Source: an optimization exercise on an open RTL-to-GDS flow (aim: small area, a short achievable clock period and few clock cycles per item). Production flows keep margins and buffers that such runs may drop. Where RTL was checked, it was by simulation tests only, not by an equivalence proof against the original. The RTL of runs 1 and 5 was laid out without a check of its function. The clock port is modelled as an ideal driver; clocking choices that lean on that would not hold on a real chip. Power is estimated from default activity; no workload was simulated.

## flow/design.v (module list and top-level ports; edited modules follow where they fit)
// module Convolution: 2121 lines
// module fa: 6 lines
// module wsel: 7 lines
// module cpa: 24 lines
module Convolution(clk, rst_n, in_valid, weight_valid,
  In_IFM_1, In_IFM_2, In_IFM_3, In_IFM_4, In_IFM_5, In_IFM_6, In_IFM_7, In_IFM_8, In_IFM_9,
  In_Weight_1, In_Weight_2, In_Weight_3, In_Weight_4, In_Weight_5, In_Weight_6, In_Weight_7, In_Weight_8, In_Weight_9,
  out_valid, Out_OFM);
  // ...
==> flow/flow/run.sh <==
#!/bin/bash
# Own flow: the standard ORFS flow (standard synthesis, same steps and scripts), with
#  - port buffers of a plain small buffer cell (every input and output port still gets one),
#  - a tighter setup-slack target for the resizer's timing repair (flow/margin.txt),
#  - optionally (flow/post_cts.tcl) a step after clock-tree synthesis that sizes down cells
#    that are faster than needed, keeping the same setup-slack target.
# Each tool's full output goes to flow_orfs.log in this folder; ORFS's per-step logs stay
# under orfs/logs/.
set -euo pipefail
MARGIN=$(cat flow/margin.txt 2>/dev/null || echo 5.0)
export BUFFER_PORTS_ARGS="-buffer_cell sky130_fd_sc_hd__buf_1"
if [[ -f flow/post_cts.tcl ]]; then
  export POST_CTS_TCL=$PWD/flow/post_cts.tcl
fi
export OWN_MARGIN=$MARGIN
bash standard.sh SETUP_SLACK_MARGIN=$MARGIN finish > flow_orfs.log 2>&1
==> flow/flow/margin.txt <==
5.2
==> flow/flow/post_cts.tcl <==
# After clock-tree synthesis and its timing repair: size down cells on paths with more
# setup slack than the target, then legalise the placement again.
estimate_parasitics -placement
repair_timing -recover_power 100 -setup_margin $::env(OWN_MARGIN) -verbose
detailed_placement
check_placement -verbose
==> flow/standard.sh <==
#!/bin/bash
# synth_recipe.tcl (not shown) runs the flow's synth.tcl, then flattens the netlist and writes it again
# the make line also repeats each setting of config.mk as NAME=value (left out here)
make -C /OpenROAD-flow-scripts/flow DESIGN_CONFIG=/design/flow/config.mk WORK_HOME=/design/flow/orfs CLKGATE_MAP_FILE= SYNTH_SCRIPT=/design/flow/synth_recipe.tcl "${@:-finish}"
==> flow/config.mk <==
export PLATFORM = sky130hd
export DESIGN_NAME = Convolution
export DESIGN_NICKNAME = Convolution
export VERILOG_FILES = /design/flow/design.v
export SDC_FILE = /design/flow/constraint.sdc
export NUM_CORES = 8
export LEC_CHECK = 0
export ABC_CLOCK_PERIOD_IN_PS = 2000
export CAP_MARGIN = 20
export CORE_MARGIN = 2
export CORE_UTILIZATION = 60
export CTS_CLUSTER_DIAMETER = 50
export CTS_CLUSTER_SIZE = 30
export PLACE_DENSITY = 0.7
export SLEW_MARGIN = 20
export SYNTH_HIERARCHICAL = 1
==> flow/constraint.sdc <==
create_clock -name core_clock -period 8.0 [get_ports {clk}]
set_input_delay 1.6000 -clock core_clock [delete_from_list [all_inputs] [get_ports {clk}]]
set_output_delay 1.6000 -clock core_clock [all_outputs]
set_load 0.01 [all_outputs]
==> results.yml, run 1 <==
final_layout:
  buf_share_pct: 2.61
  clkCellAreaFrac_pct: 5.01
  nFillCells: 3059
  diodes: 0
floorplanning:
  core_um2: 38700
  initial_core_util_pct: 61.0
  fp.dieW_um: 202
  pin_count: 170
sta:
  rsz0062_at_grt: "true"
  period_needed_ns: 2.83
  skew_ns: 0.0330
synth:
  synth.ff_latch_count: 342
  synthXorXnorAreaFrac_pct: 0.445
worst_hold_path:
  min_delay_path_depth: 0
critical_path:
  reg2reg_to: "k2_1238$_DFF_P_"
  worstPathCellList: "fa_2 -> fa_1 -> fa_1 -> fa_1 -> fa_1"
  worst_r2r_path_depth: 5
status:
  outcome: "finished clean"
power:
  power_frac_seq_pct: 26.7
job:
  cap_viol_max_count: 0
global_route:
  grt.total_usage_pct: 31.7
  grt_util_met1_pct: 42.6
  grt_antenna_before_repair: 0
clock_tree:
  insertion_delay_ns: 0.58
route:
  routed-via-count: 13500
  met2WireLength_mm: 27.7
placed_design:
  place_ws_ns: 4.60
==> module cpa, before the edit <==
module cpa(a, b, s);
parameter N = 16;
input [N-1:0] a, b;
output [N-1:0] s;
localparam LV = $clog2(N);
wire [(LV+1)*N-1:0] g, p;
assign g[N-1:0] = ~a & ~b;
assign p[N-1:0] = a ^ b;
genvar l, i;
generate
  for (l = 0; l < LV; l = l + 1) begin : lvl
    for (i = 0; i < N; i = i + 1) begin : bt
      if (i >= (1 << l)) begin : op
        assign g[(l+1)*N+i] = g[l*N+i] | (p[l*N+i] & g[l*N+i-(1<<l)]);
        assign p[(l+1)*N+i] = p[l*N+i] & p[l*N+i-(1<<l)];
      end else begin : pass
        assign g[(l+1)*N+i] = g[l*N+i];
        assign p[(l+1)*N+i] = p[l*N+i];
      end
    end
  end
endgenerate
assign s = p[N-1:0] ^ {g[LV*N+N-2:LV*N], 1'b0};
endmodule
==> run 2: changes to the inputs <==
--- a/flow/design.v
+++ b/flow/design.v
@@ -2109,17 +2109,17 @@
   k2_1259 <= c1214;
   k2_1260 <= c1216;
   k2_1261 <= c1218;
   k2_1262 <= c1226;
 end
 wire [12:0] fa_a = {1'b1,c1284,s1283,k2_1259,k2_1256,s1279,s1277,s1275,s1273,s1271,s1269,s1267,c1264};
 wire [12:0] fa_b = {1'b1,1'b1,c1282,s1281,c1280,c1278,c1276,c1274,c1272,c1270,c1268,c1266,s1265};
 wire [12:0] hi;
-cpa #(.N(13)) u_cpa(.a(fa_a), .b(fa_b), .s(hi));
+cpa #(.N(13), .LV(4)) u_cpa(.a(fa_a), .b(fa_b), .s(hi));
 reg [19:0] ofm;
 always @(posedge clk) ofm <= {hi, ~{s1263,k2_1232,k2_1231,k2_1230,k2_1229,k2_1228,k2_1227}};
 assign Out_OFM = {1'd0, ofm};
 endmodule
 module fa(a, b, c, s, co);
 input a, b, c;
 output s, co;
 assign s = a ^ b ^ c;
@@ -2131,17 +2131,17 @@
 input [N-1:0] a, b;
 output [N-1:0] y;
 assign y = s ? a : b;
 endmodule
 module cpa(a, b, s);
 parameter N = 16;
 input [N-1:0] a, b;
 output [N-1:0] s;
-localparam LV = $clog2(N);
+parameter LV = 4;   
 wire [(LV+1)*N-1:0] g, p;
 assign g[N-1:0] = ~a & ~b;
 assign p[N-1:0] = a ^ b;
 genvar l, i;
 generate
   for (l = 0; l < LV; l = l + 1) begin : lvl
     for (i = 0; i < N; i = i + 1) begin : bt
       if (i >= (1 << l)) begin : op
==> flow/config.mk (replaced) <==
export PLATFORM = sky130hd
export DESIGN_NAME = Convolution
export DESIGN_NICKNAME = Convolution
export VERILOG_FILES = /design/flow/design.v
export SDC_FILE = /design/flow/constraint.sdc
export NUM_CORES = 8
export LEC_CHECK = 0
export ABC_CLOCK_PERIOD_IN_PS = 2000
export CAP_MARGIN = 20
export CORE_MARGIN = 2
export CORE_UTILIZATION = 60
export CTS_CLUSTER_DIAMETER = 75
export CTS_CLUSTER_SIZE = 30
export PLACE_DENSITY = 0.7
export SLEW_MARGIN = 20
export SYNTH_HIERARCHICAL = 1
==> run 2 against run 1 <==
Effect of this change: total power decreased by 4.7%; final cell count decreased by 1.0%; cell area decreased by 2.3%; via count decreased by 1.4%; global-route usage decreased by 0.76 points; synthesized cell count unchanged; setup slack improved by 0.033 ns; critical path depth unchanged; highest routed layer unchanged.
==> results.yml, run 2 <==
status:
  outcome: "finished clean"
synth:
  synth-main-ff-cell: "dfxtp_1"
  yosysMostFrequentCell: "nand2_1"
  synth.ff_latch_count: 342
  netlist_instances: 1799
  synth-edff-count: 0
  synthTopCellsByCount: "nand2_1 (571), fa_1 (556), dfxtp_1 (338), buf_6 (153), mux2_4 (72)"
  async_flop_share_pct: 1.17
  avgSynthCellArea_um2: 13.1
  ys_top_cells_by_area: "fa_1 (47%), dfxtp_1 (29%), nand2_1 (9.1%), buf_6 (7.3%), mux2_4 (4.6%)"
  yosysWarnings: 7
  netlist_area_um2: 23600
  synth_top_area_cell: "fa_1"
  seq_area_frac_synth_pct: 29.1
  synth_cell_types: 28
  synth_top_area_share_pct: 47.1
global_route:
  grt_antenna_before_repair: 0
  first_global_vias: 14900
  grt_max_degree: 45
  grt.overflow.total: 0
  grt.total_usage_pct: 31.0
  grt_pass1_wl_mm: 92.4
final_layout:
  nets: 2566
  area_growth_syn_to_layout_pct: 1.82
  final_util_pct: 62.1
  drive_gt1_share_pct: 12.0
  nFillCells: 3140
  final_cell_mix: "nand2_1 (571), fa_1 (537), dfxtp_1 (195)"
  largest_reg_flops: 20
  design_area_um2: 24100
  final_common_cell: "nand2_1"
  diodes: 0
  max_flop_register: "ofm"
critical_path:
  endpoint: "k2_1238$_DFF_P_"
  worst_r2r_path_depth: 5
  rrSetupSlack_ns: 5.21
  start_kind: "flip-flop"
  worstPathMaxFanout: 1
  crit_type: "flip-flop to flip-flop"
  reg2reg_to: "k2_1238$_DFF_P_"
  crit_path_end_kind: "flip-flop"
  worstPathArrival_ns: 3.22
  rr_startpoint: "k1_916$_DFF_P_"
  cp_data_required_time_ns: 8.42
  crit_start: "k1_916$_DFF_P_"
clock_tree:
  cts.clk_slew.worst_paths_ns: 0.09
  insertion_delay_ns: 0.58
  cts.sinks: 342
  cts_tree: "done"
sta:
  hold_viol_final: 0
  worst_pin_slew_ns: 0.777
  rsz0062_at_grt: "true"
  fin_ws_ns: 5.21
  period_needed_ns: 2.79
  fin_tns_setup_ns: 0
  whs_ns: 0.336
  skew_ns: 0.0328
  fmax_mhz: 358
  setup_violations: 0
  slew_violations: 0
  period_share_pct: 34.9
  maxSlewHeadroom_pct: 48.2
placed_design:
  placed_area_um2: 23200
  gp_congestion: 0.952
  place_ws_ns: 4.60
  port_buffers: 168
  dp_hpwl_mm: 50.0
floorplanning:
  core_um2: 38700
  initial_core_util_pct: 61.0
  die_h_um: 202
  pin_count: 170
  fp.dieW_um: 202
  fp-row-count: 72
  die_area_um2: 41000
power:
  p_int_mw: 5.89
  p_clk_share_pct: 12.4
  power_frac_seq_pct: 28.0
  powerDensity_nw_per_um2: 432
  p_comb_share_pct: 59.6
  p_sw_share_pct: 43.2
  peakVddDrop_uv: 667
  p_sw_mw: 4.49
  p_leak_nw: 8.51
route:
  routed-via-count: 13400
  wire_per_inst_um: 24.7
  via_per_inst: 5.61
  drc_errors: 0
  first_iter_violations: 1158
  drt_wl_total_mm: 58.9
  antenna_left: 0
  first_pass_iters: 5
job:
  cap_viol_max_count: 0
worst_hold_path:
  min_delay_path_depth: 0
  hp-class: "flip-flop to flip-flop"
run 2: cell counts after synthesis:
Identical to the previous run, type by type.
run 2: kinds of logic after synthesis:
logic type	count (synthesis)	synth area share, %
AOI/OAI and AO/OA	27	0.763
xor gates and xnor gates	12	0.445
adders and majority gates	568	47.8
buffers and inverters	187	7.85
DFF	342	29.1
muxes	72	4.58
other	2	0.0318
and+or+nand+nor	589	9.51
run 2: power by group through the flow:
| stage | clock [mW] | combinational (mW) | sequential [mW] |
|---|---|---|---|
| finish | 1.29 | 6.19 | 2.91 |
| global route | 1.37 | 7.11 | 2.97 |
| detailed placement | 0 | 6.30 | 2.93 |
| global placement | 0 | 6.09 | 2.91 |
| floorplan | 0 | 4.23 | 2.74 |
run 2: cell type report:
cell class	count	area [um2]	area share (%)
inverter	33	124	0.515
tap	518	648	2.69
clock buffer	25	583	2.42
sequential	342	7140	29.7
clock inverter	14	188	0.780
timing repair buffer	169	643	2.67
multi-input combinational	1281	14700	61.2
run 2: how the worst min path moves through the flow:
stage	slack, ns	start	end
2_1_floorplan	0.31	k1_879$_DFF_P_	k2_1227$_DFF_P_
3_3_place_gp	0.31	k1_880$_DFF_P_	k2_1228$_DFF_P_
3_5_place_dp	0.31	k1_879$_DFF_P_	k2_1227$_DFF_P_
6_report	0.34	k1_879$_DFF_P_	k2_1227$_DFF_P_
5_1_grt	0.34	k1_880$_DFF_P_	k2_1228$_DFF_P_
run 2: metrics by stage:
stage | cells | total power [mW]
floorplan | 1810 | 6.97
finish | 2382 | 10.4
global route | 2382 | 11.5
detailed placement | 2343 | 9.23
global placement | 2343 | 9.01
run 2: routing by layer:
| metal | GRT usage [%] | share of wire, % |
|---|---|---|
| met2 | 48.8 | 47 |
| met4 | 15.0 | 6.2 |
| met1 | 42.3 | 38 |
| met3 | 5.40 | 9.2 |
| met5 | 0 | 0 |
run 2: critical path: stages, from the launching register on:
cell     delay [ns]
dfxtp_2        0.35
fa_2           0.39
fa_1           0.50
fa_1           0.44
fa_1           0.51
fa_1           0.48
run 2: modules after synthesis, one instance, submodules excluded, excerpt:
| module | flops+latches | cell area [um2] | cells | times used |
|---|---|---|---|---|
| fa | 0 | 20.0 | 1 | 555 |
| Convolution | 342 | 10700 | 1072 | 1 |
Testbench counts of run 2, summed over its fixed seeds: cycles 824, items 800.
==> run 3: changes to the inputs <==
--- a/flow/config.mk
+++ b/flow/config.mk
@@ -9,8 +9,8 @@
 export CAP_MARGIN = 20
 export CORE_MARGIN = 2
 export CORE_UTILIZATION = 60
-export CTS_CLUSTER_DIAMETER = 75
-export CTS_CLUSTER_SIZE = 30
+export CTS_CLUSTER_DIAMETER = 100
+export CTS_CLUSTER_SIZE = 20
 export PLACE_DENSITY = 0.7
 export SLEW_MARGIN = 20
 export SYNTH_HIERARCHICAL = 1
==> run 3 against run 2 <==
Effect of this change: setup slack worse by 0.028 ns; die area unchanged; sequential cell count is the same; combinational power is essentially flat; critical endpoint unchanged; highest routed layer unchanged.
==> results.yml, run 3 <==
synth:
  netlist_area_um2: 23600
  synthTopCellsByCount: "nand2_1 (571), fa_1 (556), dfxtp_1 (338), buf_6 (153), mux2_4 (72)"
  synth-main-ff-cell: "dfxtp_1"
  synth_mux_area_share_pct: 4.58
  avgSynthCellArea_um2: 13.1
  synth_top_area_share_pct: 47.1
  synth_top_area_cell: "fa_1"
  synth_cell_types: 28
  async_flop_share_pct: 1.17
  yosysWarnings: 7
  netlist_instances: 1799
  synthAdderAreaFrac_pct: 47.8
  synth_compound_area_share_pct: 0.763
  synth-edff-count: 0
  synth.ff_latch_count: 342
  ys_top_cells_by_area: "fa_1 (47%), dfxtp_1 (29%), nand2_1 (9.1%), buf_6 (7.3%), mux2_4 (4.6%)"
  synthXorXnorAreaFrac_pct: 0.445
  yosysMostFrequentCell: "nand2_1"
  synthSimpleGateAreaFrac_pct: 9.51
  seq_area_frac_synth_pct: 29.1
  synth_top_family_by_area: "adder cells"
status:
  outcome: "finished clean"
sta:
  period_needed_ns: 2.82
  fmax_mhz: 354
  hold_viol_final: 0
  fin_tns_setup_ns: 0
  worst_pin_slew_ns: 0.772
  skew_ns: 0.0269
  rsz0062_at_grt: "true"
  period_share_pct: 35.3
  setup_violations: 0
  maxSlewHeadroom_pct: 48.6
  slew_violations: 0
floorplanning:
  fp-row-count: 72
  die_h_um: 202
  fp.dieW_um: 202
  pin_count: 170
  initial_core_util_pct: 61.0
  die_area_um2: 41000
  core_um2: 38700
final_layout:
  nFillCells: 3156
  final_cell_mix: "nand2_1 (571), fa_1 (537), dfxtp_1 (195)"
  drive_gt1_share_pct: 11.3
  max_flop_register: "ofm"
  final_common_cell: "nand2_1"
  area_growth_syn_to_layout_pct: 0.879
  largest_reg_flops: 20
  design_area_um2: 23800
  diodes: 0
  nets: 2564
critical_path:
  crit_type: "flip-flop to flip-flop"
  rr_startpoint: "k1_916$_DFF_P_"
  crit_path_end_kind: "flip-flop"
  cp.depth: 5
  worstPathMaxFanout: 1
  crit_family: "adder cells"
  start_kind: "flip-flop"
  crit_slowest_cell: "fa_1"
  endpoint: "k2_1238$_DFF_P_"
  crit_start: "k1_916$_DFF_P_"
  worstPathArrival_ns: 3.23
  cp_common_cell: "fa_1"
  cp_data_required_time_ns: 8.41
  critPathBufInv: 0
  reg2reg_to: "k2_1238$_DFF_P_"
  worst_r2r_path_depth: 5
  worstPathCellList: "fa_2 -> fa_1 -> fa_1 -> fa_1 -> fa_1"
  slowest_delay_ns: 0.51
  rrSetupSlack_ns: 5.18
route:
  drc_errors: 0
  topRoutingLayerUsed: "met4"
  first_pass_iters: 5
  routed-via-count: 13300
  first_iter_violations: 1145
  met3WireLength_mm: 5.56
  antenna_left: 0
  drt_wl_total_mm: 58.9
  met2WireLength_mm: 27.1
  wire_per_inst_um: 24.9
  drt-met1-wl_mm: 22.4
  via_per_inst: 5.63
clock_tree:
  insertion_delay_ns: 0.57
  cts.sinks: 342
  cts.clk_slew.worst_paths_ns: 0.09
  cts_tree: "done"
power:
  power_frac_seq_pct: 28.6
  p_int_mw: 5.78
  p_clk_share_pct: 10.5
  powerDensity_nw_per_um2: 427
  p_leak_nw: 8.40
  p_sw_share_pct: 43.2
  peakVddDrop_uv: 661
  p_comb_share_pct: 60.9
  p_sw_mw: 4.40
worst_hold_path:
  min_from: "k1_879$_DFF_P_"
  hp-class: "flip-flop to flip-flop"
global_route:
  grt_pass1_wl_mm: 92.6
  grt_max_degree: 45
  first_global_vias: 15000
  grt.total_usage_pct: 31.1
  grt_antenna_before_repair: 0
  grt.overflow.total: 0
placed_design:
  placed_area_um2: 23200
  gp_congestion: 0.952
  port_buffers: 168
  dp_hpwl_mm: 50.0
job:
  cap_viol_max_count: 0
==> run 3: cell counts after synthesis <==
No cell type changed its count.
==> run 3: power by group through the flow <==
stage / sequential (mW) / combinational [mW] / clock [mW]
global placement: 2.91 / 6.09 / 0
global route: 2.97 / 7.13 / 1.16
floorplan: 2.74 / 4.23 / 0
finish: 2.91 / 6.20 / 1.07
detailed placement: 2.93 / 6.30 / 0
==> run 3: cell families after synthesis <==
kind of cell	after synthesis
simple gates	589
flops	342
mux	72
fa+ha+maj	568
xor+xnor	12
buf+inv	187
compound gates	27
other cells	2
==> run 3: per-module statistics from Yosys, one instance, submodules excluded, excerpt <==
module,times used,cells,cell area (um2)
Convolution,1,1072,10700
fa,555,1,20.0
==> run 3: how the worst min path moves through the flow <==
stage | end | slack (ns) | depth (start not counted)
2_1_floorplan | k2_1227$_DFF_P_ | 0.31 | 0
3_3_place_gp | k2_1228$_DFF_P_ | 0.31 | 0
3_5_place_dp | k2_1227$_DFF_P_ | 0.31 | 0
5_1_grt | k2_1227$_DFF_P_ | 0.34 | 0
6_report | k2_1227$_DFF_P_ | 0.33 | 0
==> run 3: final cells by class <==
cell class | count | area [um2] | area share, %
Clock buffer | 22 | 529 | 2.22
Clock inverter | 2 | 28.8 | 0.121
Inverter | 33 | 124 | 0.520
Multi-Input combinational cell | 1281 | 14700 | 61.8
Sequential cell | 342 | 7130 | 29.9
Tap cell | 518 | 648 | 2.72
Timing Repair Buffer | 169 | 643 | 2.70
==> run 3: metal layers <==
metal	global-route usage [%]	up-vias
met1	42.2	6944
met3	5.90	164
met5	0	-
met2	48.6	774
met4	15.4	0
li1	-	5446
==> run 3: metrics by stage <==
stage	std cells	worst slack, ns	power [mW]	hold WS [ns]	util (%)
after floorplan	1810	5.32	6.97	0.310	-
final	2367	5.18	10.2	0.330	61.5
after global placement	2343	4.64	9.01	0.314	59.9
after global routing	2367	5.14	11.3	0.336	61.5
after detailed placement	2343	4.60	9.23	0.313	59.9
==> run 4: changes to the inputs <==
--- a/flow/config.mk
+++ b/flow/config.mk
@@ -8,9 +8,9 @@
 export ABC_CLOCK_PERIOD_IN_PS = 2000
 export CAP_MARGIN = 20
 export CORE_MARGIN = 2
-export CORE_UTILIZATION = 60
+export CORE_UTILIZATION = 70
 export CTS_CLUSTER_DIAMETER = 100
 export CTS_CLUSTER_SIZE = 20
-export PLACE_DENSITY = 0.7
+export PLACE_DENSITY = 0.8
 export SLEW_MARGIN = 20
 export SYNTH_HIERARCHICAL = 1
==> run 4 against run 3 <==
Effect of this change: sequential cell count unchanged; die area down 14%; global-route usage grew 5.0 points; largest cell class unchanged.
==> results.yml, run 4 <==
status:
  outcome: "finished clean"
synth:
  seq_area_frac_synth_pct: 29.1
  synth.ff_latch_count: 342
  netlist_instances: 1799
  ys_top_cells_by_area: "fa_1 (47%), dfxtp_1 (29%), nand2_1 (9.1%), buf_6 (7.3%), mux2_4 (4.6%)"
  netlist_area_um2: 23600
  yosysMostFrequentCell: "nand2_1"
  synth_top_area_share_pct: 47.1
  synth-edff-count: 0
  synth-main-ff-cell: "dfxtp_1"
  synthTopCellsByCount: "nand2_1 (571), fa_1 (556), dfxtp_1 (338), buf_6 (153), mux2_4 (72)"
  synth_top_area_cell: "fa_1"
  avgSynthCellArea_um2: 13.1
  synth_cell_types: 28
  async_flop_share_pct: 1.17
  yosysWarnings: 7
final_layout:
  ff_latch_area_um2: 7130
  fin_cells: 2298
  nFillCells: 2320
  multi_input_area_um2: 14700
  final_cell_mix: "nand2_1 (571), fa_1 (534), dfxtp_1 (196)"
  area_growth_syn_to_layout_pct: 0.588
  diodes: 0
  largest_reg_flops: 20
  nets: 2564
  drive_gt1_share_pct: 11.2
  max_flop_register: "ofm"
  final_common_cell: "nand2_1"
power:
  powerDensity_nw_per_um2: 429
  peakVddDrop_uv: 506
  p_sw_mw: 4.37
  p_clk_share_pct: 10.6
  p_sw_share_pct: 42.9
  p_leak_nw: 8.41
  power_frac_seq_pct: 28.5
  p_comb_share_pct: 60.9
  p_int_mw: 5.82
sta:
  slew_violations: 0
  worst_pin_slew_ns: 0.616
  fin_ws_ns: 5.20
  hold_viol_final: 0
  period_share_pct: 35.0
  setup_violations: 0
  rsz0062_at_grt: "true"
  period_needed_ns: 2.80
  fin_tns_setup_ns: 0
  fmax_mhz: 357
  skew_ns: 0.0338
  maxSlewHeadroom_pct: 58.9
critical_path:
  rr_startpoint: "k1_916$_DFF_P_"
  crit_type: "flip-flop to flip-flop"
  slowest_delay_ns: 0.51
  rrSetupSlack_ns: 5.20
  worst_r2r_path_depth: 5
  reg2reg_to: "k2_1238$_DFF_P_"
  worstPathArrival_ns: 3.20
  cp_common_cell: "fa_1"
  start_kind: "flip-flop"
  worstPathMaxFanout: 1
  crit_slowest_cell: "fa_1"
  worstPathCellList: "fa_2 -> fa_1 -> fa_1 -> fa_1 -> fa_1"
  crit_path_end_kind: "flip-flop"
  cp_data_required_time_ns: 8.39
clock_tree:
  cts.clk_slew.worst_paths_ns: 0.09
  cts.sinks: 342
  insertion_delay_ns: 0.55
  cts_tree: "done"
placed_design:
  dp_hpwl_mm: 49.0
  place_inst: 2273
  place_ws_ns: 4.60
  port_buffers: 168
  gp_congestion: 1.03
floorplanning:
  die_h_um: 188
  fp.dieW_um: 188
  die_area_um2: 35200
  initial_core_util_pct: 70.8
  fp-row-count: 67
  pin_count: 170
  core_um2: 33400
global_route:
  grt_antenna_before_repair: 0
  grt.total_usage_pct: 36.1
  first_global_vias: 15500
  grt_max_degree: 51
  grt.overflow.total: 0
  grt_pass1_wl_mm: 92.6
route:
  drt_wl_total_mm: 58.6
  first_iter_violations: 1295
  via_per_inst: 5.93
  antenna_left: 0
  drc_errors: 0
  first_pass_iters: 6
  routed-via-count: 13600
  wire_per_inst_um: 25.5
worst_hold_path:
  min_from: "k1_880$_DFF_P_"
  whs_endpoint: "k2_1228$_DFF_P_"
  hp-class: "flip-flop to flip-flop"
  min_delay_path_depth: 0
job:
  cap_viol_max_count: 0
## run 4: cell counts after synthesis
No cell type changed its count.
## run 4: power groups by stage
stage               combinational [mW]  sequential, mW  clock [mW]
global placement                  5.90            2.90           0
finish                            6.20            2.90        1.08
global route                      7.07            2.96        1.16
detailed placement                6.23            2.92           0
floorplan                         4.23            2.74           0
## run 4: final cells by class
cell class	instances	area share [%]
clock inverter	2	0.195
timing repair buffer	169	2.71
multi-input combinational	1281	62.0
sequential	342	30.0
inverter	33	0.521
clock buffer	23	2.24
tap	448	2.36
## run 4: how the worst max path moves through the flow
stage / from / slack, ns / depth (start not counted) / end
2_1_floorplan: k1_961$_DFF_P_ / 5.32 / 5 / k2_1249$_DFF_P_
3_3_place_gp: weight_valid / 4.69 / 3 / w1[1]$_DFF_P_
3_5_place_dp: weight_valid / 4.60 / 3 / w1[6]$_DFF_P_
5_1_grt: k2_1234$_DFF_P_ / 5.15 / 9 / ofm[17]$_DFF_P_
6_report: k1_916$_DFF_P_ / 5.20 / 5 / k2_1238$_DFF_P_
## run 4: through the flow
stage | instance area (um2) | hold slack (ns) | utilization [%] | power (mW)
after global placement | 23100 | 0.311 | 69.3 | 8.80
after global routing | 23800 | 0.340 | 71.2 | 11.2
after floorplan | 23700 | 0.310 | - | 6.97
after detailed placement | 23100 | 0.314 | 69.3 | 9.15
final | 23800 | 0.330 | 71.2 | 10.2
## run 4: Yosys stat by module, one instance, submodules excluded, a selection
module	flip-flops and latches	copies in the design
Convolution	342	1
fa	0	555
## run 4: critical path: cells and delay by family (launching register included)
family | cells | cell delay (ns)
adder cells (fa/ha/maj) | 5 | 2.30
flip-flops | 1 | 0.35
## run 4: cell families after synthesis
kind of cell	after synthesis	synth area share [%]
simple gates	589	9.51
fa+ha+maj	568	47.8
flops	342	29.1
buf+inv	187	7.85
mux	72	4.58
compound gates	27	0.763
xor+xnor	12	0.445
other cells	2	0.0318
## run 4: routing by layer
layer	part of all wire [%]	GRT usage, %	routed length, um
met1	35	48.9	20600
met2	45	55.1	26500
met3	12	7.73	7010
met4	7.7	20.7	4500
met5	0	0	0
==> run 5: changes to the inputs <==
--- a/flow/design.v
+++ b/flow/design.v
@@ -2134,9 +2134,9 @@
 endmodule
 module cpa(a, b, s);
 parameter N = 16;
+parameter LV = 4;   
 input [N-1:0] a, b;
 output [N-1:0] s;
-parameter LV = 4;   
 wire [(LV+1)*N-1:0] g, p;
 assign g[N-1:0] = ~a & ~b;
 assign p[N-1:0] = a ^ b;
@@ -2144,9 +2144,9 @@
 generate
   for (l = 0; l < LV; l = l + 1) begin : lvl
     for (i = 0; i < N; i = i + 1) begin : bt
-      if (i >= (1 << l)) begin : op
-        assign g[(l+1)*N+i] = g[l*N+i] | (p[l*N+i] & g[l*N+i-(1<<l)]);
-        assign p[(l+1)*N+i] = p[l*N+i] & p[l*N+i-(1<<l)];
+      if ((i >> l) % 2 == 1) begin : op
+        assign g[(l+1)*N+i] = g[l*N+i] | (p[l*N+i] & g[l*N+((i>>l)<<l)-1]);
+        assign p[(l+1)*N+i] = p[l*N+i] & p[l*N+((i>>l)<<l)-1];
       end else begin : pass
         assign g[(l+1)*N+i] = g[l*N+i];
         assign p[(l+1)*N+i] = p[l*N+i];
--- a/flow/config.mk
+++ b/flow/config.mk
@@ -8,9 +8,9 @@
 export ABC_CLOCK_PERIOD_IN_PS = 2000
 export CAP_MARGIN = 20
 export CORE_MARGIN = 2
-export CORE_UTILIZATION = 70
+export CORE_UTILIZATION = 60
 export CTS_CLUSTER_DIAMETER = 100
 export CTS_CLUSTER_SIZE = 20
-export PLACE_DENSITY = 0.8
+export PLACE_DENSITY = 0.7
 export SLEW_MARGIN = 20
 export SYNTH_HIERARCHICAL = 1
==> run 5 against run 4 <==
Effect of this change: synthesized cell count decreased by 0.89%; register-to-register slack got worse by 0.02 ns; sequential cell count unchanged; utilization fell by 9.8 points; sequential share of layout area hardly changed; largest cell class unchanged; maximum frequency fell by 0.65%; first-iteration DRC count shrank 13%; largest power group unchanged.
==> results.yml, run 5 <==
sta:
  worst_pin_slew_ns: 0.698
  maxSlewHeadroom_pct: 53.5
  hold_viol_final: 0
  setup_violations: 0
  period_share_pct: 35.3
  slew_violations: 0
  fin_tns_setup_ns: 0
  period_needed_ns: 2.82
  rsz0062_at_grt: "true"
  fmax_mhz: 355
  whs_ns: 0.333
  skew_ns: 0.0137
route:
  drc_errors: 0
  first_pass_iters: 7
  antenna_left: 0
  first_iter_violations: 1129
  drt_wl_total_mm: 56.8
  routed-via-count: 13100
  via_per_inst: 5.56
  wire_per_inst_um: 24.1
synth:
  synth_top_area_cell: "fa_1"
  synth-edff-count: 0
  netlist_area_um2: 23500
  synth.ff_latch_count: 342
  ys_top_cells_by_area: "fa_1 (48%), dfxtp_1 (29%), nand2_1 (9.1%), buf_6 (7.3%), mux2_4 (4.6%)"
  seq_area_frac_synth_pct: 29.2
  synth-main-ff-cell: "dfxtp_1"
  synth_top_area_share_pct: 47.5
  synthTopCellsByCount: "nand2_1 (571), fa_1 (559), dfxtp_1 (338), buf_6 (153), mux2_4 (72)"
  synth_cell_types: 26
  yosysWarnings: 7
  async_flop_share_pct: 1.17
  yosysMostFrequentCell: "nand2_1"
  netlist_instances: 1783
  avgSynthCellArea_um2: 13.2
floorplanning:
  initial_core_util_pct: 60.8
  pin_count: 170
  die_h_um: 202
  core_um2: 38700
  fp.dieW_um: 202
  fp-row-count: 72
  die_area_um2: 40800
clock_tree:
  cts_tree: "done"
  insertion_delay_ns: 0.55
  cts.clk_slew.worst_paths_ns: 0.08
  cts.sinks: 342
worst_hold_path:
  min_from: "k1_879$_DFF_P_"
  hp-class: "flip-flop to flip-flop"
final_layout:
  nFillCells: 3060
  final_cell_mix: "nand2_1 (571), fa_1 (547), dfxtp_1 (193)"
  drive_gt1_share_pct: 11.3
  nets: 2552
  max_flop_register: "ofm"
  diodes: 0
  multi_input_area_um2: 14700
  final_common_cell: "nand2_1"
  largest_reg_flops: 20
  area_growth_syn_to_layout_pct: 0.983
  fin_cells: 2357
  final_util_pct: 61.4
  ff_latch_area_um2: 7120
placed_design:
  dp_hpwl_mm: 48.2
  port_buffers: 168
  gp_congestion: 0.911
  place_inst: 2327
power:
  peakVddDrop_uv: 443
  p_leak_nw: 8.42
  p_total_mw: 9.86
  powerDensity_nw_per_um2: 415
critical_path:
  start_kind: "flip-flop"
  worstPathCellList: "fa_1 -> fa_1 -> fa_1 -> fa_1 -> fa_1"
  cp_data_required_time_ns: 8.42
  crit_slowest_cell: "fa_1"
  slowest_delay_ns: 0.53
  worstPathArrival_ns: 3.24
  crit_type: "flip-flop to flip-flop"
  crit_path_end_kind: "flip-flop"
  worstPathMaxFanout: 1
  cp_common_cell: "fa_1"
  crit_start: "k1_916$_DFF_P_"
  rr_startpoint: "k1_916$_DFF_P_"
global_route:
  grt_pass1_wl_mm: 89.0
  first_global_vias: 15000
  grt_antenna_before_repair: 0
  grt.overflow.total: 0
  grt_max_degree: 48
  grt.total_usage_pct: 30.0
status:
  outcome: "finished clean"
job:
  cap_viol_max_count: 0
==> run 5: changes by cell type after synthesis, sizes merged, moves of 3 or more <==
cell    previous run  this run
nor4               4         0
a21oi              9         4
xnor2             10         4
fa               556       559
o21ai              6         2
a211oi             4         0
==> run 5: final cells by class <==
type | instances | area share (%)
well taps | 518 | 2.73
inverters | 35 | 0.552
clock buffers | 25 | 2.27
repair buffers | 171 | 2.80
clock inverters | 3 | 0.0894
multi-input cells | 1263 | 61.6
flip-flops and latches | 342 | 30.0
==> run 5: kinds of logic after synthesis <==
group	Yosys count	synth area share (%)
fa+ha+maj	570	48.1
buf+inv	189	7.91
simple gates	587	9.48
xor+xnor	7	0.260
compound gates	13	0.425
flops	342	29.2
mux	73	4.63
other cells	2	0.0319
==> run 5: Yosys stat by module, one instance, submodules excluded, excerpt <==
module       area (um2)  copies in the design
Convolution       10700                     1
fa                 20.0                   555
==> run 5: through the flow <==
step                instance area (um2)  setup WS (ns)
global placement                  23100           4.65
detailed placement                23100           4.61
finish                            23800           5.18
global route                      23800           5.07
floorplan                         23600           5.29
==> run 5: where the power goes <==
part / internal, mW / switching (mW)
clock: 0.481 / 0.582
sequential: 2.46 / 0.463
combinational: 2.74 / 3.14
==> run 5: metal layers <==
| metal | track usage, % | share of wire, % | up-vias |
|---|---|---|---|
| met3 | 4.47 | 9.3 | 169 |
| met2 | 48.7 | 48 | 824 |
| met5 | 0 | 0 | - |
| met1 | 38.6 | 35 | 6741 |
| met4 | 18.1 | 7.7 | 0 |
| li1 | - | - | 5376 |
==> run 5: worst paths after layout <==
check / end / slack (ns) / cells after the start
max: k2_1238$_DFF_P_ / 5.18 / 5
min: k2_1227$_DFF_P_ / 0.33 / 0
max reg2reg: k2_1238$_DFF_P_ / 5.18 / 5
min reg2reg: k2_1227$_DFF_P_ / 0.33 / 0
max in group asynchronous: vld[1]$_DFF_PN0_ / 6.95 / 1
min in group asynchronous: vld[2]$_DFF_PN0_ / 0.87 / 1
==> run 5: critical path: cells and delay by family, from the launching register on <==
kind / cells / cell delay, ns
adders and majority gates: 5 / 2.34
DFF: 1 / 0.35
==> run 6: changes to the inputs <==
--- a/flow/design.v
+++ b/flow/design.v
@@ -2138,7 +2138,7 @@
 input [N-1:0] a, b;
 output [N-1:0] s;
 wire [(LV+1)*N-1:0] g, p;
-assign g[N-1:0] = ~a & ~b;
+assign g[N-1:0] = {a[N-1:1] & b[N-1:1], a[0] | b[0]};   
 assign p[N-1:0] = a ^ b;
 genvar l, i;
 generate
@@ -2154,5 +2154,5 @@
     end
   end
 endgenerate
-assign s = p[N-1:0] ^ {g[LV*N+N-2:LV*N], 1'b0};
+assign s = ~(p[N-1:0] ^ {g[LV*N+N-2:LV*N], 1'b1});
 endmodule
==> flow/flow/margin.txt (replaced) <==
5.3
==> run 6 against run 5 <==
Effect of this change: count of clock-buffer cells in the layout decreased by 1; utilization increased by 1.2 points; maximum frequency increased by 1.7%; area after synthesis decreased by 0.22%; critical endpoint unchanged; cell area increased by 1.7%; critical path depth unchanged; clock power about the same; total power increased by 2.5%; worst hold slack improved by 0.0067 ns; critical path type unchanged; combinational power increased by 3.9%; wire length increased by 2.2%.
==> results.yml, run 6 <==
global_route:
  grt_pass1_wl_mm: 90.3
  grt_max_degree: 49
  first_global_vias: 14800
  grt.overflow.total: 0
  grt_antenna_before_repair: 0
  grt.total_usage_pct: 30.3
final_layout:
  final_cell_mix: "nand2_1 (572), fa_1 (498), dfxtp_1 (190)"
  nFillCells: 2944
  diodes: 0
  max_flop_register: "ofm"
  largest_reg_flops: 20
  final_common_cell: "nand2_1"
  drive_gt1_share_pct: 15.0
  nets: 2541
  area_growth_syn_to_layout_pct: 2.98
synth:
  synth_top_area_share_pct: 47.6
  avgSynthCellArea_um2: 13.3
  synth_top_area_cell: "fa_1"
  synthTopCellsByCount: "nand2_1 (572), fa_1 (559), dfxtp_1 (338), buf_6 (153), mux2_4 (72)"
  synth_cell_types: 31
  synth.ff_latch_count: 342
  synth-main-ff-cell: "dfxtp_1"
  netlist_instances: 1765
  yosysMostFrequentCell: "nand2_1"
  ys_top_cells_by_area: "fa_1 (48%), dfxtp_1 (29%), nand2_1 (9.1%), buf_6 (7.3%), mux2_4 (4.6%)"
  async_flop_share_pct: 1.17
  netlist_area_um2: 23500
  seq_area_frac_synth_pct: 29.2
  synth-edff-count: 0
  yosysWarnings: 7
critical_path:
  slowest_delay_ns: 0.55
  crit_type: "flip-flop to flip-flop"
  crit_slowest_cell: "fa_2"
  cp_common_cell: "fa_2"
  worstPathMaxFanout: 1
  cp_data_required_time_ns: 8.45
  worstPathCellList: "fa_2 -> fa_1 -> fa_1 -> fa_2 -> fa_2"
  start_kind: "flip-flop"
  worstPathArrival_ns: 3.22
  crit_path_end_kind: "flip-flop"
clock_tree:
  insertion_delay_ns: 0.57
  cts.clk_slew.worst_paths_ns: 0.09
  cts_tree: "done"
  cts.sinks: 342
sta:
  setup_violations: 0
  period_share_pct: 34.7
  maxSlewHeadroom_pct: 58.6
  fin_tns_setup_ns: 0
  fmax_mhz: 361
  hold_viol_final: 0
  period_needed_ns: 2.77
  rsz0062_at_grt: "true"
  fin_ws_ns: 5.23
  skew_ns: 0.0317
  slew_violations: 0
  worst_pin_slew_ns: 0.622
route:
  wire_per_inst_um: 24.7
  drt-met1-wl_mm: 20.4
  met3WireLength_mm: 5.05
  first_iter_violations: 1152
  via_per_inst: 5.63
  routed-via-count: 13200
  antenna_left: 0
  first_pass_iters: 6
  met2WireLength_mm: 28.9
  topRoutingLayerUsed: "met4"
  drc_errors: 0
  drt_wl_total_mm: 58.0
floorplanning:
  core_um2: 38600
  pin_count: 170
  die_area_um2: 40800
  initial_core_util_pct: 60.8
  fp.dieW_um: 202
  fp-row-count: 72
  die_h_um: 202
placed_design:
  gp_congestion: 0.912
  place_ws_ns: 4.62
  port_buffers: 168
  dp_hpwl_mm: 48.3
worst_hold_path:
  hp-class: "flip-flop to flip-flop"
power:
  peakVddDrop_uv: 376
  p_leak_nw: 8.38
  powerDensity_nw_per_um2: 418
job:
  cap_viol_max_count: 0
status:
  outcome: "finished clean"
run 6: worst paths after layout:
path / startpoint / endpoint / slack, ns / cells after the start
worst max-delay path: k1_916$_DFF_P_ / k2_1238$_DFF_P_ / 5.23 / 5
worst min-delay path: k1_880$_DFF_P_ / k2_1228$_DFF_P_ / 0.34 / 0
worst max register to register: k1_916$_DFF_P_ / k2_1238$_DFF_P_ / 5.23 / 5
worst min register to register: k1_880$_DFF_P_ / k2_1228$_DFF_P_ / 0.34 / 0
max in group asynchronous: rst_n / vld[2]$_DFF_PN0_ / 6.99 / 1
min in group asynchronous: rst_n / vld[0]$_DFF_PN0_ / 0.84 / 1
run 6: cell families after synthesis:
| family | Yosys count | synth area share, % |
|---|---|---|
| AOI/OAI and AO/OA | 13 | 0.458 |
| xor gates and xnor gates | 7 | 0.261 |
| adders and majority gates | 570 | 48.2 |
| buffers and inverters | 171 | 7.64 |
| DFF | 342 | 29.2 |
| muxes | 73 | 4.65 |
| other | 2 | 0.0320 |
| and+or+nand+nor | 587 | 9.53 |
run 6: per-stage QoR:
step                hold WS (ns)  cell area [um2]  total power, mW  util (%)  std cells
finish                     0.339            24200             10.1      62.6       2345
global route               0.333            24200             11.1      62.6       2345
detailed placement         0.317            23100             8.77      59.8       2309
global placement           0.311            23100             8.55      59.8       2309
floorplan                  0.310            23500             6.77         -       1776
run 6: cell type report:
cell class | count | area, um2 | area share (%)
Timing Repair Buffer | 178 | 733 | 3.03
Inverter | 17 | 63.8 | 0.264
Clock inverter | 3 | 26.3 | 0.109
Sequential cell | 342 | 7360 | 30.4
Clock buffer | 24 | 547 | 2.26
Multi-Input combinational cell | 1263 | 14800 | 61.2
Tap cell | 518 | 648 | 2.68
run 6: worst max-delay path: cells and delay by family (launching register included):
kind,cells,cell delay (ns)
flops,1,0.35
fa+ha+maj,5,2.31
run 6: routing by layer:
layer,vias up,global-route usage (%)
met3,159,4.31
met4,0,14.9
li1,5357,-
met2,774,51.2
met1,6908,38.7
met5,-,0
run 6: Yosys stat by module, one instance, submodules excluded, a selection:
module	flip-flops and latches	area, um2
Convolution	342	10700
fa	0	20.0
run 6: report_power, final:
group / switching, mW / internal [mW] / total (mW)
Combinational: 3.20 / 2.91 / 6.10
Sequential: 0.468 / 2.45 / 2.92
Clock: 0.593 / 0.489 / 1.08
Testbench counts of run 6, summed over its fixed seeds: cycles 824, items 800.
==> run 7: changes to the inputs <==
==> flow/flow/margin.txt (replaced) <==
5.1
==> run 7 against run 6 <==
Effect of this change: still clean on timing, DRC and antenna; via count decreased by 0.11%; final cell count fell by 0.34%; area after synthesis stayed put; sequential cell count unchanged; wire length shrank 0.92%; global-route usage is 0.14 points lower; utilization down 1.6 points; first-iteration DRC count is 5.2% higher; combinational power shrank 4.6%; setup slack worse by 0.12 ns; largest power group unchanged.
==> results.yml, run 7 <==
final_layout:
  nFillCells: 3058
  area_growth_syn_to_layout_pct: 0.277
  final_common_cell: "nand2_1"
  ff_latch_area_um2: 6990
  diodes: 0
  final_cell_mix: "nand2_1 (572), fa_1 (558), dfxtp_1 (240)"
  largest_reg_flops: 20
  max_flop_register: "ofm"
  multi_input_area_um2: 14600
  fin_cells: 2337
  drive_gt1_share_pct: 8.14
  nets: 2533
synth:
  synth-main-ff-cell: "dfxtp_1"
  synth.ff_latch_count: 342
  netlist_area_um2: 23500
  netlist_instances: 1765
  synth-edff-count: 0
  async_flop_share_pct: 1.17
  yosysWarnings: 7
  yosysMostFrequentCell: "nand2_1"
  seq_area_frac_synth_pct: 29.2
  avgSynthCellArea_um2: 13.3
  synthTopCellsByCount: "nand2_1 (572), fa_1 (559), dfxtp_1 (338), buf_6 (153), mux2_4 (72)"
  synth_top_area_share_pct: 47.6
  ys_top_cells_by_area: "fa_1 (48%), dfxtp_1 (29%), nand2_1 (9.1%), buf_6 (7.3%), mux2_4 (4.6%)"
  synth_top_area_cell: "fa_1"
  synth_cell_types: 31
sta:
  setup_violations: 0
  period_share_pct: 36.1
  fmax_mhz: 346
  fin_ws_ns: 5.11
  rsz0062_at_grt: "false"
  slew_violations: 0
  period_needed_ns: 2.89
  hold_viol_final: 0
  skew_ns: 0.0350
  fin_tns_setup_ns: 0
  maxSlewHeadroom_pct: 54.1
  worst_pin_slew_ns: 0.689
critical_path:
  critPathBufInv: 0
  cp_common_cell: "fa_1"
  crit_slowest_cell: "dfxtp_1"
  cp.depth: 5
  worstPathMaxFanout: 9
  crit_path_end_kind: "flip-flop"
  crit_type: "flip-flop to flip-flop"
  worst_r2r_path_depth: 5
  crit_family: "adder cells"
  reg2reg_to: "k1_944$_DFF_P_"
  worstPathArrival_ns: 3.34
  slowest_delay_ns: 0.62
  start_kind: "flip-flop"
  rr_startpoint: "w4[4]$_DFF_P_"
  rrSetupSlack_ns: 5.11
  worstPathCellList: "nand2_1 -> fa_1 -> fa_1 -> fa_1 -> fa_1"
  cp_data_required_time_ns: 8.45
clock_tree:
  cts_tree: "done"
  cts.sinks: 342
  insertion_delay_ns: 0.57
  cts.clk_slew.worst_paths_ns: 0.08
route:
  antenna_left: 0
  first_iter_violations: 1212
  drc_errors: 0
  drt_wl_total_mm: 57.5
  routed-via-count: 13200
  wire_per_inst_um: 24.6
  via_per_inst: 5.64
  first_pass_iters: 8
power:
  peakVddDrop_uv: 347
  powerDensity_nw_per_um2: 417
  p_leak_nw: 8.30
floorplanning:
  die_h_um: 202
  core_um2: 38600
  pin_count: 170
  fp.dieW_um: 202
  die_area_um2: 40800
  fp-row-count: 72
  initial_core_util_pct: 60.8
job:
  cap_viol_max_count: 0
worst_hold_path:
  whs_endpoint: "k2_1228$_DFF_P_"
  min_delay_path_depth: 0
  min_from: "k1_880$_DFF_P_"
  hp-class: "flip-flop to flip-flop"
status:
  outcome: "finished clean"
global_route:
  first_global_vias: 14800
  grt_antenna_before_repair: 0
  grt_max_degree: 49
  grt.total_usage_pct: 30.1
  grt.overflow.total: 0
  grt_pass1_wl_mm: 89.9
placed_design:
  dp_hpwl_mm: 48.3
  place_inst: 2309
  port_buffers: 168
  place_ws_ns: 4.62
  gp_congestion: 0.912
-- run 7: metal layers --
metal,track usage (%),routed length (um)
met2,50.9,28600
met1,38.5,20100
met3,4.26,5210
met5,0,0
met4,15.0,3590
-- run 7: cell families (layout without fill, tap and decap cells) --
logic type                 Yosys count  after routing  share of synthesized area [%]
xor gates and xnor gates             7              7                          0.261
buffers and inverters              171            214                           7.64
and+or+nand+nor                    587            587                           9.53
DFF                                342            342                           29.2
AOI/OAI and AO/OA                   13             13                          0.458
other                                2             13                         0.0320
adders and majority gates          570            570                           48.2
muxes                               73             73                           4.65
-- run 7: area by class of cell --
cell class,instances,area share (%)
Multi-Input combinational cell,1263,62.1
Sequential cell,342,29.7
Timing Repair Buffer,170,2.76
Tap cell,518,2.75
Clock buffer,24,2.32
Inverter,17,0.271
Clock inverter,3,0.112
-- run 7: worst max path at each step --
stage / startpoint / to / slack (ns)
after floorplan: k1_961$_DFF_P_ / k2_1249$_DFF_P_ / 5.32
after global routing: k2_1234$_DFF_P_ / ofm[15]$_DFF_P_ / 5.09
after global placement: weight_valid / w1[1]$_DFF_P_ / 4.65
final: w4[4]$_DFF_P_ / k1_944$_DFF_P_ / 5.11
after detailed placement: weight_valid / w2[0]$_DFF_P_ / 4.62
-- run 7: per-stage QoR --
step / cell area (um2) / hold slack (ns) / power [mW] / utilization [%]
after floorplan: 23500 / 0.310 / 6.77 / -
after global placement: 23100 / 0.311 / 8.55 / 59.8
after detailed placement: 23100 / 0.317 / 8.77 / 59.8
after global routing: 23600 / 0.331 / 10.8 / 61.0
final: 23600 / 0.339 / 9.83 / 61.0
-- run 7: report_power, final --
| part | switching, mW | internal, mW | total (mW) |
|---|---|---|---|
| clock network | 0.596 | 0.489 | 1.09 |
| registers | 0.469 | 2.46 | 2.93 |
| logic | 3.11 | 2.70 | 5.82 |
-- run 7: Yosys stat by module (local to each module, per instance), a selection --
module | flip-flops and latches | copies in the design | cells inside | area, um2
Convolution | 342 | 1 | 1072 | 10700
fa | 0 | 555 | 1 | 20.0
==> run 8: changes to the inputs <==
==> flow/flow/margin.txt (replaced) <==
5.2
==> run 8 against run 7 <==
Effect of this change: maximum frequency is 4.0% higher; total power is 0.98% higher; register-to-register slack better by 0.11 ns; sequential cell count stayed put; utilization is 0.50 points higher; count of clock-buffer cells in the layout stayed put; clock skew is 0.00058 ns lower; critical endpoint is now k2_1238$_DFF_P_; highest routed layer unchanged.
==> results.yml, run 8 <==
worst_hold_path:
  hp-class: "flip-flop to flip-flop"
critical_path:
  worstPathArrival_ns: 3.22
  start_kind: "flip-flop"
  worstPathCellList: "fa_1 -> fa_1 -> fa_1 -> fa_1 -> fa_1"
  crit_slowest_cell: "fa_1"
  crit_type: "flip-flop to flip-flop"
  crit_path_end_kind: "flip-flop"
  slowest_delay_ns: 0.52
  cp_common_cell: "fa_1"
  worstPathMaxFanout: 1
  critPathBufInv: 0
  cp_data_required_time_ns: 8.45
  crit_family: "adder cells"
route:
  drc_errors: 0
  wire_per_inst_um: 24.7
  via_per_inst: 5.62
  first_iter_violations: 1113
  antenna_left: 0
  routed-via-count: 13100
  drt_wl_total_mm: 57.7
  first_pass_iters: 6
power:
  power_frac_seq_pct: 29.5
  p_int_mw: 5.72
  p_sw_mw: 4.21
  p_sw_share_pct: 42.4
  peakVddDrop_uv: 347
  p_total_mw: 9.93
  p_leak_nw: 8.32
  p_comb_share_pct: 59.6
  p_clk_share_pct: 10.9
  powerDensity_nw_per_um2: 418
final_layout:
  final_util_pct: 61.5
  fin_cells: 2339
  largest_reg_flops: 20
  design_area_um2: 23800
  area_growth_syn_to_layout_pct: 1.10
  drive_gt1_share_pct: 11.5
  final_cell_mix: "nand2_1 (572), fa_1 (549), dfxtp_1 (194)"
  max_flop_register: "ofm"
  final_common_cell: "nand2_1"
  diodes: 0
  nets: 2535
sta:
  rsz0062_at_grt: "true"
  fmax_mhz: 360
  worst_pin_slew_ns: 0.695
  hold_viol_final: 0
  fin_tns_setup_ns: 0
  period_share_pct: 34.7
  skew_ns: 0.0344
  period_needed_ns: 2.78
  maxSlewHeadroom_pct: 53.7
  whs_ns: 0.339
  setup_violations: 0
  fin_ws_ns: 5.22
  slew_violations: 0
synth:
  yosysWarnings: 7
  synth.ff_latch_count: 342
  synthXorXnorAreaFrac_pct: 0.261
  synth_mux_area_share_pct: 4.65
  async_flop_share_pct: 1.17
  synthSimpleGateAreaFrac_pct: 9.53
  synth-main-ff-cell: "dfxtp_1"
  seq_area_frac_synth_pct: 29.2
  synth_compound_area_share_pct: 0.458
  synth_top_family_by_area: "adder cells"
  synthAdderAreaFrac_pct: 48.2
  avgSynthCellArea_um2: 13.3
  ys_top_cells_by_area: "fa_1 (48%), dfxtp_1 (29%), nand2_1 (9.1%), buf_6 (7.3%), mux2_4 (4.6%)"
  netlist_area_um2: 23500
  synth_cell_types: 31
  yosysMostFrequentCell: "nand2_1"
  synth_top_area_cell: "fa_1"
  netlist_instances: 1765
  synth_top_area_share_pct: 47.6
  synthTopCellsByCount: "nand2_1 (572), fa_1 (559), dfxtp_1 (338), buf_6 (153), mux2_4 (72)"
  synth-edff-count: 0
floorplanning:
  fp-row-count: 72
  fp.dieW_um: 202
  initial_core_util_pct: 60.8
  die_h_um: 202
  die_area_um2: 40800
  core_um2: 38600
  pin_count: 170
job:
  cap_viol_max_count: 0
global_route:
  grt_antenna_before_repair: 0
  grt_pass1_wl_mm: 90.2
  grt_max_degree: 49
  grt.total_usage_pct: 30.3
  grt.overflow.total: 0
  first_global_vias: 14800
placed_design:
  place_inst: 2309
  place_ws_ns: 4.62
  placed_area_um2: 23100
  gp_congestion: 0.912
  dp_hpwl_mm: 48.3
  port_buffers: 168
clock_tree:
  cts.sinks: 342
  insertion_delay_ns: 0.57
  cts_tree: "done"
  cts.clk_slew.worst_paths_ns: 0.09
status:
  outcome: "finished clean"
==> run 8: worst reg2reg max path, cell delays in order, from the launching register on <==
cell     delay [ns]
dfxtp_1        0.35
fa_1           0.44
fa_1           0.52
fa_1           0.45
fa_1           0.52
fa_1           0.40
==> run 8: final cells by class <==
class                   instances  area [um2]
clock buffers                  24         547
clock inverters                 3        26.3
fillers                      3027       14900
inverters                      17        63.8
multi-input cells            1263       14700
flip-flops and latches        342        7110
well taps                     518         648
repair buffers                172         666
==> run 8: metal layers <==
layer / share of wire (%) / global-route usage, %
met1: 35 / 38.7
met2: 50 / 50.9
met3: 8.9 / 4.32
met4: 6.1 / 15.4
met5: 0 / 0
==> run 8: power groups by stage <==
| stage | logic (mW) | registers (mW) | clock network (mW) |
|---|---|---|---|
| 6_report | 5.91 | 2.93 | 1.08 |
| 2_1_floorplan | 4.03 | 2.74 | 0 |
| 3_5_place_dp | 5.82 | 2.95 | 0 |
| 5_1_grt | 6.76 | 2.98 | 1.17 |
| 3_3_place_gp | 5.63 | 2.93 | 0 |
==> run 8: cells by family (layout without fill, tap and decap cells) <==
group / Yosys count / in the layout
other: 2 / 13
adders and majority gates: 570 / 570
xor gates and xnor gates: 7 / 7
DFF: 342 / 342
buffers and inverters: 171 / 216
AOI/OAI and AO/OA: 13 / 13
and+or+nand+nor: 587 / 587
muxes: 73 / 73
==> run 8: Yosys stat by module, one instance, submodules excluded, a selection <==
module / flops+latches / cells inside / copies in the design
Convolution: 342 / 1072 / 1
fa: 0 / 1 / 555
==> run 8: path summary, 6_finish.rpt <==
kind / start / end / slack, ns / cells past startpoint
setup reg to reg: k1_916$_DFF_P_ / k2_1238$_DFF_P_ / 5.22 / 5
hold / removal: k1_879$_DFF_P_ / k2_1227$_DFF_P_ / 0.34 / 0
max in group asynchronous: rst_n / vld[3]$_DFF_PN0_ / 6.99 / 1
min in group asynchronous: rst_n / vld[0]$_DFF_PN0_ / 0.84 / 1
setup / recovery: k1_916$_DFF_P_ / k2_1238$_DFF_P_ / 5.22 / 5
hold reg to reg: k1_879$_DFF_P_ / k2_1227$_DFF_P_ / 0.34 / 0

[re-timing with driven ports]
No port has a modelled driver above. Below, the same layouts with a new extraction and two added sets of constraints. Step 1 sets driving cells, clkbuf_16 on the clock port and buf_2 on the other inputs (assumed; they add their load-dependent delay and slew). Step 2 adds t to the input delays and takes it off the output delays; t is the mean of the earliest and latest rising clock arrival at the registers after step 1. Input paths then give back, and output paths get back, about the clock's delay inside the block. a / b / c = no drivers / after step 1 / after step 2; a / b = the first two.
run	t (ns)	slack for setup (ns)	worst register clock-pin slew, ns	worst slew at a driven data input, ns
run 1	0.623	5.174 / 5.174 / 4.779	0.08 / 0.08	0.05
run 2	0.619	5.207 / 5.207 / 4.752	0.10 / 0.10	0.05
run 3	0.612	5.179 / 5.179 / 4.777	0.09 / 0.09	0.05
run 4	0.588	5.198 / 5.198 / 4.730	0.09 / 0.09	0.11
run 5	0.601	5.180 / 5.180 / 4.793	0.09 / 0.09	0.06
run 6	0.607	5.227 / 5.227 / 4.843	0.09 / 0.09	0.06
run 7	0.608	5.110 / 5.110 / 4.781	0.09 / 0.09	0.06
run 8	0.607	5.222 / 5.222 / 4.793	0.09 / 0.09	0.05
After both steps every run listed still meets setup and hold. The setup slack of run 4, which loses most, moves by 0.000 ns with the drivers and by -0.468 ns with both steps.
